What follows belongs to an exercise in optimizing a design on an open flow for small area; a production flow would make more cautious choices.
At most, simulation tests tie the RTL to the original design; equivalence was not proved.

Design filtro_fir, start of the top module:
module filtro_fir
  #(
    parameter WW_INPUT  = 8,
    parameter WW_OUTPUT = 8
    )
   (
    input                         clk,
    input                         i_en,
    input                         i_srst,
    input  signed [ WW_INPUT-1:0] i_data,
    output signed [WW_OUTPUT-1:0] o_data
    );
For scale: ~440 cells after synthesis, about 19 I/O pins, about 6600 um^2 of cells after synthesis.
clock: 5.5 ns
lec_check: 0
cap_margin: 20
core_margin: 2
core_utilization: 55
cts_buf_list: sky130_fd_sc_hd__clkbuf_2 sky130_fd_sc_hd__clkbuf_4
cts_cluster_diameter: 60
cts_cluster_size: 20
slew_margin: 20
synth_hierarchical: 1
synth_minimum_keep_size: 0
standard.sh (not shown) runs the stock make flow with config.mk's settings and CLKGATE_MAP_FILE= SYNTH_SCRIPT=/design/flow/synth_recipe.tcl, a recipe that flattens the netlist after the stock synthesis.
==> flow/flow/run.sh <==
#!/bin/bash
# Layout flow: the standard flow (standard.sh, unchanged synthesis), with two
# changes to how the layout is built:
#  - clock tree synthesis without dummy loads (clock buffers clkbuf_2/clkbuf_4),
#  - port buffers of the smallest buffer cell.
# Each tool's output goes to standard.log here (ORFS's own logs are under orfs/logs).
set -euo pipefail
bash standard.sh \
  CTS_ARGS="-sink_clustering_enable -repair_clock_nets -dont_use_dummy_load -sink_clustering_size 20 -sink_clustering_max_diameter 60 -buf_list {sky130_fd_sc_hd__clkbuf_2 sky130_fd_sc_hd__clkbuf_4}" \
  BUFFER_PORTS_ARGS="-buffer_cell sky130_fd_sc_hd__buf_1" \
  finish > standard.log 2>&1
The starting point finished with timing, DRC and antenna clean.
Edit:
--- a/flow/design.v
+++ b/flow/design.v
@@ -456,81 +456,83 @@
   wire s227, c228;
   fir_fa u_s227 (.a(s31), .b(s225), .c(c214), .s(s227), .co(c228));
   wire s229, c230;
   fir_ha u_s229 (.a(c216), .b(s227), .s(s229), .co(c230));
   wire s231, c232;
   fir_xnor u_s231 (.a(d7[7]), .b(c220), .y(s231));
   fir_or u_c232 (.a(d7[7]), .b(c220), .y(c232));
   wire s233, c234;
   fir_fa u_s233 (.a(s231), .b(c222), .c(c224), .s(s233), .co(c234));
   wire s235, c236;
   fir_fa u_s235 (.a(c32), .b(s233), .c(c226), .s(s235), .co(c236));
   wire s237, c238;
-  fir_fa u_s237 (.a(c228), .b(s235), .c(c230), .s(s237), .co(c238));
+  fir_ha u_s237 (.a(c228), .b(s235), .s(s237), .co(c238));
   wire s239, c240;
   fir_xnor u_s239 (.a(c232), .b(c234), .y(s239));
   fir_or u_c240 (.a(c232), .b(c234), .y(c240));
   wire s241, c242;
   fir_ha u_s241 (.a(s239), .b(c236), .s(s241), .co(c242));
   wire c243 = ~i_data[0] & s37;
   wire c244 = s50 & c243;
   wire c245 = s67 & c244;
   wire c246 = s88 & c245;
   wire c247;
   fir_maj u_c247 (.a(~i_data[4]), .b(s110), .c(c246), .y(c247));
   wire c248 = s135 & c247;
   reg  r1r0_6;
   reg  r1r1_6;
   reg  r1r0_7;
   reg  r1r1_7;
   reg  r1r0_8;
   reg  r1r0_9;
   reg  r1r1_9;
   reg  r1r0_10;
   reg  r1r1_10;
   reg  r1r0_11;
+  reg  r1r1_11;
   reg  r1r0_12;
   reg  r1r1_12;
   reg  r1r0_13;
   reg  r1r1_13;
   reg  r1c;
   always @(posedge clk) begin
     r1r0_6 <= ~i_data[6];
     r1r1_6 <= s159;
     r1r0_7 <= s183;
     r1r1_7 <= c160;
     r1r0_8 <= s203;
     r1r0_9 <= c204;
     r1r1_9 <= s217;
     r1r0_10 <= s229;
     r1r1_10 <= c218;
     r1r0_11 <= s237;
+    r1r1_11 <= c230;
     r1r0_12 <= s241;
     r1r1_12 <= c238;
     r1r0_13 <= c240;
     r1r1_13 <= c242;
     r1c <= c248;
   end
   wire s249, c250;
   fir_fa u_s249 (.a(r1r0_6), .b(r1r1_6), .c(r1c), .s(s249), .co(c250));
   wire s251, c252;
   fir_fa u_s251 (.a(r1r0_7), .b(r1r1_7), .c(c250), .s(s251), .co(c252));
   wire s253, c254;
   fir_ha u_s253 (.a(r1r0_8), .b(c252), .s(s253), .co(c254));
   wire s255, c256;
   fir_fa u_s255 (.a(r1r0_9), .b(r1r1_9), .c(c254), .s(s255), .co(c256));
   wire s257, c258;
   fir_fa u_s257 (.a(r1r0_10), .b(r1r1_10), .c(c256), .s(s257), .co(c258));
   wire s259, c260;
-  fir_ha u_s259 (.a(r1r0_11), .b(c258), .s(s259), .co(c260));
+  fir_fa u_s259 (.a(r1r0_11), .b(r1r1_11), .c(c258), .s(s259), .co(c260));
   wire s261, c262;
   fir_fa u_s261 (.a(r1r0_12), .b(r1r1_12), .c(c260), .s(s261), .co(c262));
   wire s263, c264;
   fir_fa u_s263 (.a(r1r0_13), .b(r1r1_13), .c(c262), .s(s263), .co(c264));
   wire i265 = ~c264;
   wire [8:0] q = {i265, s263, s261, s259, s257, s255, s253, s251, s249};
   wire [7:0] sat;
   SatTruncFP #(.NB_XI(9), .NBF_XI(6), .NB_XO(8), .NBF_XO(6))
     u_sat (.i_data(q), .o_data(sat));
   reg  [7:0] r2, r3;
   always @(posedge clk) begin
     r2 <= sat;
Final cell count is about the same.
Clock skew came out higher by 0.0032 ns.
Wire length came out higher by 0.59%.
Via count came out higher by 1.1%.
Flip-flop and latch count came out higher by 1.
Register-to-register slack hardly moves.
Design area is about the same.
Setup slack degrades by 0.012 ns.
Count of clock-buffer cells in the layout stays the same.
Fmax hardly moves.
Hold slack improves by 0.024 ns.
Global-route usage hardly moves.
The RTL of the second run of this note was laid out without a check of its function.

## afterwards: timing with drivers on the ports
The results above use ideal ports. As a check the final layouts listed here were re-extracted and re-timed, cells and wires unchanged. Step 1 sets driving cells, clkbuf_16 on the clock port and buf_2 on the other inputs (assumed; they add their load-dependent delay and slew). Step 2, shift: input delay + t, output delay - t, t = (earliest + latest rising clock arrival at the registers) / 2. This alone moves slack from input paths to output paths. Three values: no drivers, after step 1, after step 2; two values: the first two.
run | t (ns) | slack for setup (ns) | latest minus earliest clock arrival (ns) | worst slew at a driven data input, ns | pins driven straight from the clock port
the first run | 0.544 | 0.332 / 0.332 / 0.332 | 0.037 / 0.037 | 0.03 | 1
the second run | 0.530 | 0.320 / 0.320 / 0.320 | 0.039 / 0.038 | 0.03 | 1
After both steps every run listed still meets setup and hold.
